Source: an optimization exercise on an open RTL-to-GDS flow (aim: small area and a short achievable clock period). Production flows keep margins and buffers that such runs may drop. At most, simulation tests tie the RTL to the original design; equivalence was not proved. The flow treats the clock pin as an ideal source. Dropping or thinning the clock tree relies on that and would not hold on a real chip. Power is estimated from default activity; no workload was simulated.

// syn_fifo
module syn_fifo (
  input        clk,
  input        rst,
  input        wr_cs,
  input        rd_cs,
  input  [7:0] data_in,
  input        rd_en,
  input        wr_en,
  output [7:0] data_out,
  output       empty,
  output       full
);
Size: roughly 4700 cells after synthesis, roughly 2300 flip-flops, ~24 I/O pins, about 83000 um^2 of cells after synthesis.
==> module syn_fifo, before the edit <==
module syn_fifo (
  input        clk,
  input        rst,
  input        wr_cs,
  input        rd_cs,
  input  [7:0] data_in,
  input        rd_en,
  input        wr_en,
  output [7:0] data_out,
  output       empty,
  output       full
);
wire wr = wr_cs & wr_en;
wire rd = rd_cs & rd_en;
reg        wr_q;
reg  [7:0] din_q, din_qq;
reg  [15:1] wr_lo_h;           
reg         wr_lo0_n;          
reg  [15:1] wr_hi_h;           
reg         wr_hi0_n;
wire [15:0] wr_lo = {wr_lo_h, ~wr_lo0_n};
wire [15:0] wr_hi = {wr_hi_h, ~wr_hi0_n};
always @(posedge clk or posedge rst)
  if (rst)
    wr_q <= 1'b0;
  else
    wr_q <= wr;
always @(posedge clk) begin
  din_q  <= data_in;
  din_qq <= din_q;
end
always @(posedge clk or posedge rst)
  if (rst) begin
    wr_lo_h  <= 15'd0;
    wr_lo0_n <= 1'b0;
    wr_hi_h  <= 15'd0;
    wr_hi0_n <= 1'b0;
  end else if (wr_q) begin
    wr_lo_h  <= wr_lo[14:0];
    wr_lo0_n <= ~wr_lo[15];
    if (wr_lo[15]) begin
      wr_hi_h  <= wr_hi[14:0];
      wr_hi0_n <= ~wr_hi[15];
    end
  end
reg  [15:1] rd_col_h;
reg         rd_col0_n;
reg  [15:1] rd_row_h;
reg         rd_row0_n;
reg  [15:1] rd_nrow_h;         
reg         rd_nrow0_n;
wire [15:0] rd_col  = {rd_col_h, ~rd_col0_n};
wire [15:0] rd_row  = {rd_row_h, ~rd_row0_n};
wire [15:0] rd_row0 = {rd_nrow_h, ~rd_nrow0_n};
always @(posedge clk or posedge rst)
  if (rst) begin
    rd_col_h   <= 15'd0;
    rd_col0_n  <= 1'b0;
    rd_row_h   <= 15'd0;
    rd_row0_n  <= 1'b0;
    rd_nrow_h  <= 15'd0;
    rd_nrow0_n <= 1'b0;
  end else if (rd) begin
    rd_col_h  <= rd_col[14:0];
    rd_col0_n <= ~rd_col[15];
    if (rd_col[15]) begin
      rd_row_h  <= rd_row[14:0];
      rd_row0_n <= ~rd_row[15];
    end
    if (rd_col[0]) begin
      rd_nrow_h  <= rd_row0[14:0];
      rd_nrow0_n <= ~rd_row0[15];
    end
  end
reg  [7:0] cnt_q;
reg        inc_q, dec_q;
reg        not_empty, is1, is2, is254, is255;
reg        empty_r, full_r;      
reg        byp1, byp2;     
wire       inc = wr & ~rd;
wire       dec = rd & ~wr;
wire [7:0] cnt = cnt_q + {{7{dec_q}}, dec_q | inc_q};
wire       cnt_is3   = inc_q ? (cnt_q == 8'd2)   : dec_q ? (cnt_q == 8'd4)   : (cnt_q == 8'd3);
wire       cnt_is253 = inc_q ? (cnt_q == 8'd252) : dec_q ? (cnt_q == 8'd254) : (cnt_q == 8'd253);
always @(posedge clk or posedge rst)
  if (rst) begin
    cnt_q <= 8'd0;
    inc_q <= 1'b0;
    dec_q <= 1'b0;
  end else begin
    cnt_q <= cnt;
    inc_q <= inc;
    dec_q <= dec;
  end
always @(posedge clk or posedge rst)
  if (rst) begin
    not_empty  <= 1'b0;
    is1        <= 1'b0;
    is2        <= 1'b0;
    is254      <= 1'b0;
    is255      <= 1'b0;
  end else if (dec) begin
    not_empty  <= ~is1;
    is1        <= is2;
    is2        <= cnt_is3;
    is254      <= is255;
    is255      <= 1'b0;
  end else if (inc) begin
    not_empty  <= 1'b1;
    is1        <= ~not_empty;
    is2        <= is1;
    is254      <= cnt_is253;
    is255      <= is254;
  end
always @(posedge clk)
  if (rst) begin
    empty_r    <= 1'b1;
    full_r     <= 1'b0;
  end else if (dec) begin
    empty_r    <= is1;
    full_r     <= 1'b0;
  end else if (inc) begin
    empty_r    <= 1'b0;
    full_r     <= is254;
  end
always @(posedge clk or posedge rst)
  if (rst) begin
    byp1 <= 1'b0;
    byp2 <= 1'b0;
  end else begin
    byp1 <= wr   & (rd ? is1 : ~not_empty);
    byp2 <= wr_q & (rd ? is2 : is1);
  end
assign empty = empty_r;
assign full  = full_r;
wire [127:0] col_q;
reg  [7:0]  col_word;
integer c;
always @(*) begin
  col_word = 8'd0;
  for (c = 0; c < 16; c = c + 1)
    col_word = col_word | (col_q[8*c +: 8] & {8{rd_col[c]}});
end
wire [7:0] head = byp1 ? din_q : (byp2 ? din_qq : col_word);
reg [7:0] data_out_r, data_keep_n;
always @(posedge clk)
  if (rst) begin
    data_out_r  <= 8'd0;
    data_keep_n <= 8'hff;
  end else begin
    data_out_r  <= rd ? head : ~data_keep_n;
    data_keep_n <= rd ? ~head : data_keep_n;
  end
assign data_out = data_out_r;
ram_dp_ar_aw DP_RAM (
  .clk      (clk),
  .we       (wr_q),
  .wlo      (wr_lo),
  .whi      (wr_hi),
  .wdata    (din_q),
  .row_sel  (rd_row),
  .row_sel0 (rd_row0),
  .col_q    (col_q)
);
endmodule
Settings: LEC_CHECK=0, CAP_MARGIN=20, CORE_MARGIN=2, CORE_UTILIZATION=60, SETUP_SLACK_MARGIN=2.2, SLEW_MARGIN=20, SYNTH_MEMORY_MAX_BITS=4096; clock period 4.0 ns.
standard.sh (not shown) runs the stock make flow with config.mk's settings and CLKGATE_MAP_FILE= SYNTH_SCRIPT=/design/flow/synth_recipe.tcl, a recipe that flattens the netlist after the stock synthesis.
==> flow/flow/run.sh <==
#!/bin/bash
# Own flow: the standard layout, except that
#  - the clock tree is built by flow/mcts.tcl (a shallow tree of clock
#    buffers over flip-flop clusters found by recursive bisection) instead
#    of TritonCTS,
#  - the port buffers are buf_4 (buffer_ports otherwise picks a delay
#    buffer, which is slow on the input and output paths), and
#  - sky130_fd_sc_hd__a222oi_1, which comes in one weak size only, is added
#    to the platform's don't-use list, so that synthesis does not put it on
#    paths that the resizer then cannot speed up.
# Every tool's output goes to the ORFS logs under orfs/logs; this script's
# own output goes to run.log.
set -euo pipefail
cd "$(dirname "$0")/.."
exec > >(tee run.log) 2>&1
DU="sky130_fd_sc_hd__probe_p_8 sky130_fd_sc_hd__probec_p_8 sky130_fd_sc_hd__lpflow_bleeder_1 sky130_fd_sc_hd__lpflow_clkbufkapwr_1 sky130_fd_sc_hd__lpflow_clkbufkapwr_16 sky130_fd_sc_hd__lpflow_clkbufkapwr_2 sky130_fd_sc_hd__lpflow_clkbufkapwr_4 sky130_fd_sc_hd__lpflow_clkbufkapwr_8 sky130_fd_sc_hd__lpflow_clkinvkapwr_1 sky130_fd_sc_hd__lpflow_clkinvkapwr_16 sky130_fd_sc_hd__lpflow_clkinvkapwr_2 sky130_fd_sc_hd__lpflow_clkinvkapwr_4 sky130_fd_sc_hd__lpflow_clkinvkapwr_8 sky130_fd_sc_hd__lpflow_decapkapwr_12 sky130_fd_sc_hd__lpflow_decapkapwr_3 sky130_fd_sc_hd__lpflow_decapkapwr_4 sky130_fd_sc_hd__lpflow_decapkapwr_6 sky130_fd_sc_hd__lpflow_decapkapwr_8 sky130_fd_sc_hd__lpflow_inputiso0n_1 sky130_fd_sc_hd__lpflow_inputiso0p_1 sky130_fd_sc_hd__lpflow_inputiso1n_1 sky130_fd_sc_hd__lpflow_inputiso1p_1 sky130_fd_sc_hd__lpflow_inputisolatch_1 sky130_fd_sc_hd__lpflow_isobufsrc_1 sky130_fd_sc_hd__lpflow_isobufsrc_16 sky130_fd_sc_hd__lpflow_isobufsrc_2 sky130_fd_sc_hd__lpflow_isobufsrc_4 sky130_fd_sc_hd__lpflow_isobufsrc_8 sky130_fd_sc_hd__lpflow_isobufsrckapwr_16 sky130_fd_sc_hd__lpflow_lsbuf_lh_hl_isowell_tap_1 sky130_fd_sc_hd__lpflow_lsbuf_lh_hl_isowell_tap_2 sky130_fd_sc_hd__lpflow_lsbuf_lh_hl_isowell_tap_4 sky130_fd_sc_hd__lpflow_lsbuf_lh_isowell_4 sky130_fd_sc_hd__lpflow_lsbuf_lh_isowell_tap_1 sky130_fd_sc_hd__lpflow_lsbuf_lh_isowell_tap_2 sky130_fd_sc_hd__lpflow_lsbuf_lh_isowell_tap_4 sky130_fd_sc_hd__a222oi_1"
bash standard.sh DONT_USE_CELLS="$DU" PRE_CTS_TCL="$PWD/flow/cts_hook.tcl" \
  BUFFER_PORTS_ARGS="-buffer_cell sky130_fd_sc_hd__buf_4" finish
Other scripts of this flow, unchanged in this note and not shown: flow/flow/cts_hook.tcl, flow/flow/mcts.tcl
The first run finished with antenna rules left.
Next try:
--- a/flow/design.v
+++ b/flow/design.v
@@ -102,14 +102,14 @@
       rd_nrow_h  <= rd_row0[14:0];
       rd_nrow0_n <= ~rd_row0[15];
     end
   end
 reg  [7:0] cnt_q;
 reg        inc_q, dec_q;
-reg        not_empty, is1, is2, is254, is255;
-reg        empty_r, full_r;      
+reg        empty_r, is1, is2, is254, full_r;
+wire       not_empty = ~empty_r;
 reg        byp1, byp2;     
 wire       inc = wr & ~rd;
 wire       dec = rd & ~wr;
 wire [7:0] cnt = cnt_q + {{7{dec_q}}, dec_q | inc_q};
 wire       cnt_is3   = inc_q ? (cnt_q == 8'd2)   : dec_q ? (cnt_q == 8'd4)   : (cnt_q == 8'd3);
 wire       cnt_is253 = inc_q ? (cnt_q == 8'd252) : dec_q ? (cnt_q == 8'd254) : (cnt_q == 8'd253);
@@ -122,29 +122,23 @@
     cnt_q <= cnt;
     inc_q <= inc;
     dec_q <= dec;
   end
 always @(posedge clk or posedge rst)
   if (rst) begin
-    not_empty  <= 1'b0;
     is1        <= 1'b0;
     is2        <= 1'b0;
     is254      <= 1'b0;
-    is255      <= 1'b0;
   end else if (dec) begin
-    not_empty  <= ~is1;
     is1        <= is2;
     is2        <= cnt_is3;
-    is254      <= is255;
-    is255      <= 1'b0;
+    is254      <= full_r;
   end else if (inc) begin
-    not_empty  <= 1'b1;
     is1        <= ~not_empty;
     is2        <= is1;
     is254      <= cnt_is253;
-    is255      <= is254;
   end
 always @(posedge clk)
   if (rst) begin
     empty_r    <= 1'b1;
     full_r     <= 1'b0;
   end else if (dec) begin
@@ -170,21 +164,18 @@
 always @(*) begin
   col_word = 8'd0;
   for (c = 0; c < 16; c = c + 1)
     col_word = col_word | (col_q[8*c +: 8] & {8{rd_col[c]}});
 end
 wire [7:0] head = byp1 ? din_q : (byp2 ? din_qq : col_word);
-reg [7:0] data_out_r, data_keep_n;
+reg [7:0] data_out_r;
 always @(posedge clk)
-  if (rst) begin
-    data_out_r  <= 8'd0;
-    data_keep_n <= 8'hff;
-  end else begin
-    data_out_r  <= rd ? head : ~data_keep_n;
-    data_keep_n <= rd ? ~head : data_keep_n;
-  end
+  if (rst)
+    data_out_r <= 8'd0;
+  else if (rd)
+    data_out_r <= head;
 assign data_out = data_out_r;
 ram_dp_ar_aw DP_RAM (
   .clk      (clk),
   .we       (wr_q),
   .wlo      (wr_lo),
   .whi      (wr_hi),
Effect:
- This time the run produced a clean layout
- total power barely changes
- area after synthesis stays flat
- wire length decreases by 1.9%
- worst setup slack improved by 42 ps
- sequential cell count decreases by 10
- die area hardly moves
No run of this note included a check of the RTL's function; only the layout flow was run. No run of this note takes its clock network from TritonCTS; it comes from the design's own scripts or RTL.

========
## lane 1
syn_fifo, a different RTL version from the one above (not shown whole).
For scale: about 5200 cells after synthesis, ~24 I/O pins, about 86000 um2 of cells after synthesis.
==> module ram_dp_ar_aw, before the edit <==
module ram_dp_ar_aw (
  input             clk,
  input      [15:0] wlo_n,      
  input      [15:0] whi_n,      
  input       [7:0] wdata,
  input      [95:0] row_sel,    
  output reg [127:0] col_q      
);
reg [7:0] mem [0:255];
genvar wi;
generate
  for (wi = 0; wi < 256; wi = wi + 1) begin : wr_g
    always @(posedge clk)
      if (!whi_n[wi/16] && !wlo_n[wi%16])
        mem[wi] <= wdata;
  end
endgenerate
integer r, c;
function integer grp(input integer col);
  grp = (col == 0) ? 0 : (col + 2) / 3;
endfunction
reg [127:0] col_d;
always @(*) begin
  col_d = 128'd0;
  for (c = 0; c < 16; c = c + 1)
    for (r = 0; r < 16; r = r + 1)
      col_d[8*c +: 8] = col_d[8*c +: 8] |
        (mem[16*r+c] & {8{row_sel[16*grp(c) + r]}});
end
always @(posedge clk)
  col_q <= col_d;
endmodule
==> module syn_fifo, before the edit <==
module syn_fifo (
  input        clk,
  input        rst,
  input        wr_cs,
  input        rd_cs,
  input  [7:0] data_in,
  input        rd_en,
  input        wr_en,
  output [7:0] data_out,
  output       empty,
  output       full
);
wire wr = wr_cs & wr_en;
wire rd = rd_cs & rd_en;
reg        wr_q;
reg  [7:0] din_q, din_qq;
reg  [15:1] wr_lo_h;           
reg         wr_lo0_n;          
reg  [15:0] wr_hi_n;           
wire [15:0] wr_lo = {wr_lo_h, ~wr_lo0_n};
always @(posedge clk)
  if (rst)
    wr_q <= 1'b0;
  else
    wr_q <= wr;
always @(posedge clk) begin
  din_q  <= data_in;
  din_qq <= din_q;
end
always @(posedge clk)
  if (rst) begin
    wr_lo_h  <= 15'd0;
    wr_lo0_n <= 1'b0;
    wr_hi_n  <= 16'hfffe;
  end else if (wr_q) begin
    wr_lo_h  <= wr_lo[14:0];
    wr_lo0_n <= ~wr_lo[15];
    if (wr_lo[15])
      wr_hi_n  <= {wr_hi_n[14:0], wr_hi_n[15]};
  end
wire [15:0] wr_lo_nx = wr_q ? {wr_lo[14:0], wr_lo[15]} : wr_lo;
reg  [15:0] wr_en_lo_n;
always @(posedge clk)
  if (rst)
    wr_en_lo_n <= 16'hffff;
  else
    wr_en_lo_n <= wr ? ~wr_lo_nx : 16'hffff;
reg  [15:1] rd_col_h;
reg         rd_col0_n;
wire [15:0] rd_col = {rd_col_h, ~rd_col0_n};
wire [15:0] rd_col_nx = rd ? {rd_col[14:0], rd_col[15]} : rd_col;
always @(posedge clk)
  if (rst) begin
    rd_col_h  <= 15'd0;
    rd_col0_n <= 1'b0;
  end else begin
    rd_col_h  <= rd_col_nx[15:1];
    rd_col0_n <= ~rd_col_nx[0];
  end
localparam NG = 6;                                      
localparam [4*NG-1:0] GHI = {4'd15, 4'd12, 4'd9, 4'd6, 4'd3, 4'd0};  
reg  [15:1] rd_rows_h [0:NG-1];
reg  [NG-1:0] rd_rows0_n;
wire [16*NG-1:0] rd_rows;
genvar gg;
generate
  for (gg = 0; gg < NG; gg = gg + 1) begin : ring_g
    wire [15:0] cur = {rd_rows_h[gg], ~rd_rows0_n[gg]};
    assign rd_rows[16*gg +: 16] = cur;
    always @(posedge clk)
      if (rst) begin
        rd_rows_h[gg]  <= 15'd0;
        rd_rows0_n[gg] <= 1'b0;
      end else if (rd && rd_col[GHI[4*gg +: 4]]) begin
        rd_rows_h[gg]  <= cur[14:0];
        rd_rows0_n[gg] <= ~cur[15];
      end
  end
endgenerate
reg  [15:0] cnt_lo, cnt_hi;
reg        not_empty, is1, is2, is254, is255;
reg        empty_r, full_r;      
reg        byp1, byp2;     
wire       inc = wr & ~rd;
wire       dec = rd & ~wr;
wire       cnt_is3   = cnt_hi[0]  & cnt_lo[3];
wire       cnt_is253 = cnt_hi[15] & cnt_lo[13];
wire [15:0] cnt_lo_nx = inc ? {cnt_lo[14:0], cnt_lo[15]} :
                        dec ? {cnt_lo[0], cnt_lo[15:1]} : cnt_lo;
wire [15:0] cnt_hi_nx = (inc & cnt_lo[15]) ? {cnt_hi[14:0], cnt_hi[15]} :
                        (dec & cnt_lo[0])  ? {cnt_hi[0], cnt_hi[15:1]} : cnt_hi;
always @(posedge clk)
  if (rst) begin
    cnt_lo <= 16'd1;
    cnt_hi <= 16'd1;
  end else begin
    cnt_lo <= cnt_lo_nx;
    cnt_hi <= cnt_hi_nx;
  end
always @(posedge clk)
  if (rst) begin
    not_empty  <= 1'b0;
    is1        <= 1'b0;
    is2        <= 1'b0;
    is254      <= 1'b0;
    is255      <= 1'b0;
  end else if (dec) begin
    not_empty  <= ~is1;
    is1        <= is2;
    is2        <= cnt_is3;
    is254      <= is255;
    is255      <= 1'b0;
  end else if (inc) begin
    not_empty  <= 1'b1;
    is1        <= ~not_empty;
    is2        <= is1;
    is254      <= cnt_is253;
    is255      <= is254;
  end
always @(posedge clk)
  if (rst) begin
    empty_r    <= 1'b1;
    full_r     <= 1'b0;
  end else if (dec) begin
    empty_r    <= is1;
    full_r     <= 1'b0;
  end else if (inc) begin
    empty_r    <= 1'b0;
    full_r     <= is254;
  end
wire byp1_nx = wr   & (rd ? is1 : ~not_empty);
wire byp2_nx = wr_q & (rd ? is2 : is1);
always @(posedge clk)
  if (rst) begin
    byp1 <= 1'b0;
    byp2 <= 1'b0;
  end else begin
    byp1 <= byp1_nx;
    byp2 <= byp2_nx;
  end
assign empty = empty_r;
assign full  = full_r;
reg  [15:1] col_sel_h;
reg         col_sel0_n;
wire [15:0] col_sel = {col_sel_h, ~col_sel0_n};
wire [15:0] col_sel_nx = rd_col_nx & {16{~(byp1_nx | byp2_nx)}};
always @(posedge clk)
  if (rst) begin
    col_sel_h  <= 15'd0;
    col_sel0_n <= 1'b0;
  end else begin
    col_sel_h  <= col_sel_nx[15:1];
    col_sel0_n <= ~col_sel_nx[0];
  end
wire [127:0] col_q;
reg  [7:0]  head;
integer c;
always @(*) begin
  head = (din_q & {8{byp1}}) | (din_qq & {8{byp2}});
  for (c = 0; c < 16; c = c + 1)
    head = head | (col_q[8*c +: 8] & {8{col_sel[c]}});
end
reg [7:0] data_out_r, data_keep_n;
always @(posedge clk)
  if (rst) begin
    data_out_r  <= 8'd0;
    data_keep_n <= 8'hff;
  end else begin
    data_out_r  <= rd ? head : ~data_keep_n;
    data_keep_n <= rd ? ~head : data_keep_n;
  end
assign data_out = data_out_r;
ram_dp_ar_aw DP_RAM (
  .clk      (clk),
  .wlo_n    (wr_en_lo_n),
  .whi_n    (wr_hi_n),
  .wdata    (din_q),
  .row_sel  (rd_rows),
  .col_q    (col_q)
);
endmodule
Settings: LEC_CHECK=0, CAP_MARGIN=20, CORE_MARGIN=2, CORE_UTILIZATION=70, SETUP_SLACK_MARGIN=2.25, SLEW_MARGIN=20, SYNTH_MEMORY_MAX_BITS=4096; clock period 4.0 ns.
Scripts as last shown in full above: flow/flow/run.sh
Other scripts of this flow, unchanged in this note and not shown: flow/flow/cts_hook.tcl, flow/flow/mcts.tcl, flow/flow/obuf.tcl
Every stage of the flow completed for lane 1, and the final layout passed the timing, DRC and antenna checks.
Changes in lane 4 relative to lane 1:
--- a/flow/design.v
+++ b/flow/design.v
@@ -1,12 +1,12 @@
 module ram_dp_ar_aw (
   input             clk,
   input      [15:0] wlo_n,      
   input      [15:0] whi_n,      
   input       [7:0] wdata,
-  input      [95:0] row_sel,    
+  input     [127:0] row_sel,    
   output reg [127:0] col_q      
 );
 reg [7:0] mem [0:255];
 genvar wi;
 generate
   for (wi = 0; wi < 256; wi = wi + 1) begin : wr_g
@@ -14,13 +14,13 @@
       if (!whi_n[wi/16] && !wlo_n[wi%16])
         mem[wi] <= wdata;
   end
 endgenerate
 integer r, c;
 function integer grp(input integer col);
-  grp = (col == 0) ? 0 : (col + 2) / 3;
+  grp = (col == 0) ? 0 : (col >= 13) ? 7 : (col + 1) / 2;
 endfunction
 reg [127:0] col_d;
 always @(*) begin
   col_d = 128'd0;
   for (c = 0; c < 16; c = c + 1)
     for (r = 0; r < 16; r = r + 1)
@@ -86,14 +86,14 @@
     rd_col_h  <= 15'd0;
     rd_col0_n <= 1'b0;
   end else begin
     rd_col_h  <= rd_col_nx[15:1];
     rd_col0_n <= ~rd_col_nx[0];
   end
-localparam NG = 6;                                      
-localparam [4*NG-1:0] GHI = {4'd15, 4'd12, 4'd9, 4'd6, 4'd3, 4'd0};  
+localparam NG = 8;                                      
+localparam [4*NG-1:0] GHI = {4'd15, 4'd12, 4'd10, 4'd8, 4'd6, 4'd4, 4'd2, 4'd0};
 reg  [15:1] rd_rows_h [0:NG-1];
 reg  [NG-1:0] rd_rows0_n;
 wire [16*NG-1:0] rd_rows;
 genvar gg;
 generate
   for (gg = 0; gg < NG; gg = gg + 1) begin : ring_g
@@ -106,13 +106,16 @@
       end else if (rd && rd_col[GHI[4*gg +: 4]]) begin
         rd_rows_h[gg]  <= cur[14:0];
         rd_rows0_n[gg] <= ~cur[15];
       end
   end
 endgenerate
-reg  [15:0] cnt_lo, cnt_hi;
+reg  [15:1] cnt_lo_h, cnt_hi_h;
+reg         cnt_lo0_n, cnt_hi0_n;
+wire [15:0] cnt_lo = {cnt_lo_h, ~cnt_lo0_n};
+wire [15:0] cnt_hi = {cnt_hi_h, ~cnt_hi0_n};
 reg        not_empty, is1, is2, is254, is255;
 reg        empty_r, full_r;      
 reg        byp1, byp2;     
 wire       inc = wr & ~rd;
 wire       dec = rd & ~wr;
 wire       cnt_is3   = cnt_hi[0]  & cnt_lo[3];
@@ -120,17 +123,21 @@
 wire [15:0] cnt_lo_nx = inc ? {cnt_lo[14:0], cnt_lo[15]} :
                         dec ? {cnt_lo[0], cnt_lo[15:1]} : cnt_lo;
 wire [15:0] cnt_hi_nx = (inc & cnt_lo[15]) ? {cnt_hi[14:0], cnt_hi[15]} :
                         (dec & cnt_lo[0])  ? {cnt_hi[0], cnt_hi[15:1]} : cnt_hi;
 always @(posedge clk)
   if (rst) begin
-    cnt_lo <= 16'd1;
-    cnt_hi <= 16'd1;
-  end else begin
-    cnt_lo <= cnt_lo_nx;
-    cnt_hi <= cnt_hi_nx;
+    cnt_lo_h  <= 15'd0;
+    cnt_lo0_n <= 1'b0;
+    cnt_hi_h  <= 15'd0;
+    cnt_hi0_n <= 1'b0;
+  end else begin
+    cnt_lo_h  <= cnt_lo_nx[15:1];
+    cnt_lo0_n <= ~cnt_lo_nx[0];
+    cnt_hi_h  <= cnt_hi_nx[15:1];
+    cnt_hi0_n <= ~cnt_hi_nx[0];
   end
 always @(posedge clk)
   if (rst) begin
     not_empty  <= 1'b0;
     is1        <= 1'b0;
     is2        <= 1'b0;
==> run summary <==
Synthesized instance count went up by a few percent going from lane 1 to lane 4.
Looking only at met3 routing resource usage after global routing, and setting everything else aside, the higher value of lane 4 and lane 1 goes to lane 4.
Compared with lane 1, in lane 4 via count up 2.4%, total track usage up 0.43 points, count of multi-input combinational gates up about 5%, power density of the placed cells flat, area of placed instances up 0.93%.
Compared with lane 1, in lane 4 die area increased 1.4%, critical path depth increased 1, number of non-filler instances in the completed layout increased 2.0%.
The RTL of lane 4 was laid out without a check of its function. In every run of this note, the design's own scripts or RTL, not TritonCTS, make the clock network.

separate check: timing with driven ports:
How much do the figures lean on ideal ports? The routed layouts below were timed once more, with nothing changed but the port constraints.
Step 1 assumes that a clkbuf_16 drives the clock port and a buf_2 every other input.
Step 2 times the ports against the registers' clock, not the clock port: input delays grow and output delays shrink by t, the midpoint of the rising clock arrivals with the driver on.
a / b / c = ideal ports / drivers / drivers and shift; a / b = the first two.
run	t (ns)	setup WS [ns]	hold WS [ns]	worst setup path at the end	latest minus earliest clock arrival (ns)
the first run of note 1	0.766	2.037 / 1.857 / 1.610	0.325 / 0.165 / 0.451	input to register	0.065 / 0.065
the second run of note 1	0.766	2.078 / 1.892 / 1.801	0.316 / 0.155 / 0.471	input to register	0.054 / 0.054
lane 1	0.728	2.164 / 1.980 / 1.655	0.350 / 0.191 / 0.463	input to register	0.033 / 0.033
lane 4	0.728	2.037 / 1.982 / 1.601	0.341 / 0.191 / 0.478	input to register	0.025 / 0.025
The setup slack of lane 1, which loses most, moves by -0.184 ns with the drivers and by -0.509 ns with both steps.
